This design comes from an exercise in tuning for small area on the open sky130 flow, not from production work.
At most, simulation tests tie the RTL to the original design; equivalence was not proved.
Power and IR drop assume default switching activity.

Design RISC, start of the top module:
module RISC (destinoWrWB,escribir,PCsrc,result,PCoutMEM,NReset,clk,alu_outMEM,WriteDataInMEM,datoMemOut,InstruccionIn,PCinIF,MemWriteInMEM);
Size in the first run: roughly 2,900 cells after synthesis, about 790 flip-flops, ~230 I/O pins, about 35,000 sq um of cells after synthesis.
==> flow/config.mk <==
export PLATFORM = sky130hd
export DESIGN_NAME = RISC
export DESIGN_NICKNAME = RISC
export VERILOG_FILES = /design/flow/design.v
export SDC_FILE = /design/flow/constraint.sdc
export NUM_CORES = 4
export LEC_CHECK = 0
export CAP_MARGIN = 20
export CORE_MARGIN = 2
export CORE_UTILIZATION = 60
export SLEW_MARGIN = 20
==> flow/constraint.sdc <==
create_clock -name core_clock -period 8.0 [get_ports {clk}]
set_input_delay 1.6000 -clock core_clock [delete_from_list [all_inputs] [get_ports {clk}]]
set_output_delay 1.6000 -clock core_clock [all_outputs]
set_load 0.01 [all_outputs]
standard.sh (not shown) runs the stock make flow with config.mk's settings and CLKGATE_MAP_FILE= SYNTH_SCRIPT=/design/flow/synth_recipe.tcl, a recipe that flattens the netlist after the stock synthesis.
==> flow/flow/run.sh <==
#!/bin/bash
# Own flow: the standard layout, with its output logged here.
set -e
bash standard.sh > standard.log 2>&1
Next try:
==> flow/flow/run.sh (replaced) <==
#!/bin/bash
# Own flow: the standard layout (standard.sh), with two changes:
#  - the port buffers use the smallest buffer cell (buf_1) instead of the one
#    buffer_ports picks by default;
#  - clock tree synthesis does not add dummy loads.
# Each tool's output goes to the ORFS logs; standard.sh's output to standard.log.
set -e
export BUFFER_PORTS_ARGS="-buffer_cell sky130_fd_sc_hd__buf_1"
export CTS_ARGS="-sink_clustering_enable -repair_clock_nets -dont_use_dummy_load"
bash standard.sh > standard.log 2>&1
Outcome:
- power shrinks by a little under a tenth
- cell area is lower by a few percent
- core utilization shrinks by 3.7 points
- die area does not change
- setup slack got worse by 0.17 ns
- global-route usage hardly moves
No run of this note included a check of the RTL's function; only the layout flow was run.

RISC, a different RTL version from the one above (not shown whole).
Size in the first run: roughly 2500 cells after synthesis, roughly 790 flip-flops, ~230 I/O pins, roughly 34000 sq um of cells after synthesis.
clock: 8.0 ns
lec_check: 0
cap_margin: 0
core_margin: 2
core_utilization: 60
slew_margin: 0
==> flow/flow/run.sh <==
#!/bin/bash
# Own flow: the standard layout (standard.sh), with two changes:
#  - the port buffers use the smallest buffer cell (buf_1) instead of the one
#    buffer_ports picks by default;
#  - clock tree synthesis clusters more sinks per leaf buffer and adds no dummy loads.
# Each tool's output goes to the ORFS logs; standard.sh's output to standard.log.
set -e
export BUFFER_PORTS_ARGS="-buffer_cell sky130_fd_sc_hd__buf_1"
export CTS_ARGS="-sink_clustering_enable -repair_clock_nets -dont_use_dummy_load -buf_list sky130_fd_sc_hd__clkbuf_8 -sink_clustering_size 20 -sink_clustering_max_diameter 50"
bash standard.sh > standard.log 2>&1
Rerun with:
--- a/flow/flow/run.sh
+++ b/flow/flow/run.sh
@@ -9 +9 @@
-export CTS_ARGS="-sink_clustering_enable -repair_clock_nets -dont_use_dummy_load -buf_list sky130_fd_sc_hd__clkbuf_8 -sink_clustering_size 20 -sink_clustering_max_diameter 50"
+export CTS_ARGS="-sink_clustering_enable -repair_clock_nets -dont_use_dummy_load -sink_clustering_size 35 -sink_clustering_max_diameter 70"
--- a/flow/config.mk
+++ b/flow/config.mk
@@ -8 +8 @@
-export CAP_MARGIN = 0
+export CAP_MARGIN = 20
@@ -11 +11,2 @@
-export SLEW_MARGIN = 0
+export PLACE_DENSITY = 0.75
+export SLEW_MARGIN = 20
Outcome:
- core utilization hardly moves
- die area does not change
- area after synthesis does not change
- setup slack gets worse by 0.30 ns
- design area hardly moves
- fmax drops by 4.4%
- routed wire length drops by 2.7%
- clock skew drops by 0.016 ns
- count of clock-buffer cells in the layout drops by 34
- sequential power hardly moves

RISC again, from the RTL that the note above started with.
==> flow/config.mk <==
export PLATFORM = sky130hd
export DESIGN_NAME = RISC
export DESIGN_NICKNAME = RISC
export VERILOG_FILES = /design/flow/design.v
export SDC_FILE = /design/flow/constraint.sdc
export NUM_CORES = 4
export LEC_CHECK = 0
export CAP_MARGIN = 0
export CORE_MARGIN = 2
export CORE_UTILIZATION = 60
export SLEW_MARGIN = 0
==> flow/constraint.sdc <==
create_clock -name core_clock -period 8.0 [get_ports {clk}]
set_input_delay 1.6000 -clock core_clock [delete_from_list [all_inputs] [get_ports {clk}]]
set_output_delay 1.6000 -clock core_clock [all_outputs]
set_load 0.01 [all_outputs]
==> flow/flow/run.sh <==
#!/bin/bash
# Own flow: the standard layout (standard.sh), with two changes:
#  - the port buffers use the smallest buffer cell (buf_1) instead of the one
#    buffer_ports picks by default;
#  - clock tree synthesis clusters more sinks per leaf buffer and adds no dummy loads.
# Each tool's output goes to the ORFS logs; standard.sh's output to standard.log.
set -e
export BUFFER_PORTS_ARGS="-buffer_cell sky130_fd_sc_hd__buf_1"
export CTS_ARGS="-sink_clustering_enable -repair_clock_nets -dont_use_dummy_load -sink_clustering_size 45 -sink_clustering_max_diameter 70"
bash standard.sh > standard.log 2>&1
The starting point went through all stages and came out clean.
Rerun with:
--- a/flow/flow/run.sh
+++ b/flow/flow/run.sh
@@ -7,4 +7,4 @@
 set -e
 export BUFFER_PORTS_ARGS="-buffer_cell sky130_fd_sc_hd__buf_1"
-export CTS_ARGS="-sink_clustering_enable -repair_clock_nets -dont_use_dummy_load -sink_clustering_size 45 -sink_clustering_max_diameter 70"
+export CTS_ARGS="-sink_clustering_enable -repair_clock_nets -dont_use_dummy_load -sink_clustering_size 30 -sink_clustering_max_diameter 60"
 bash standard.sh > standard.log 2>&1
Settings changed: CAP_MARGIN 0 to 20, SLEW_MARGIN 0 to 20.
Result:
- The changed run completed with no timing, DRC or antenna violations
- worst setup slack got worse by 26 ps
- power goes up by a few percent
- synthesized area does not change
- clock power went up by roughly a tenth
Rerun with:
--- a/flow/flow/run.sh
+++ b/flow/flow/run.sh
@@ -7,4 +7,4 @@
 set -e
 export BUFFER_PORTS_ARGS="-buffer_cell sky130_fd_sc_hd__buf_1"
-export CTS_ARGS="-sink_clustering_enable -repair_clock_nets -dont_use_dummy_load -sink_clustering_size 30 -sink_clustering_max_diameter 60"
+export CTS_ARGS="-sink_clustering_enable -repair_clock_nets -dont_use_dummy_load -sink_clustering_size 35 -sink_clustering_max_diameter 70"
 bash standard.sh > standard.log 2>&1
Result: Clock-buffer cell count drops by 9. Design area came out lower by 0.61%. Power came out lower by 2.0%. Die area does not change. Combinational power barely changes. Synthesized cell count is unchanged. Worst hold slack improved by 26 ps. Sequential share of layout area came out higher by 0.36 points.

-- afterwards: timing with drivers on the ports --
In the flow no input, the clock included, has a driving cell. The finished layouts below were timed again as built, in two steps.
Step 1 assumes that a clkbuf_16 drives the clock port and a buf_2 every other input.
Step 2 also shifts input and output timing later by t, the mid clock arrival at the registers, as if the neighbouring blocks saw the same clock.
Slacks: no drivers / after step 1 / after step 2; pairs: no drivers / after step 1.
run | t, ns | setup WS [ns] | hold slack, ns
the first run of note 1 | 0.710 | 2.462 / 2.462 / 2.349 | 0.314 / 0.314 / 0.314
the second run of note 1 | 0.681 | 2.292 / 2.292 / 2.292 | 0.315 / 0.315 / 0.315
the first run of note 2 | 0.727 | 1.515 / 1.515 / 1.515 | 0.306 / 0.306 / 0.306
the second run of note 2 | 0.658 | 1.218 / 1.218 / 1.218 | 0.291 / 0.291 / 0.291
the first run of note 3 | 0.659 | 1.535 / 1.535 / 1.535 | 0.328 / 0.328 / 0.328
the second run of note 3 | 0.688 | 1.509 / 1.509 / 1.509 | 0.302 / 0.302 / 0.302
the third run of note 3 | 0.660 | 1.485 / 1.485 / 1.485 | 0.328 / 0.328 / 0.328
After both steps setup and hold are still met in every run listed. The setup slack of the first run of note 1, which loses most, moves by 0.000 ns with the drivers and by -0.113 ns with both steps.
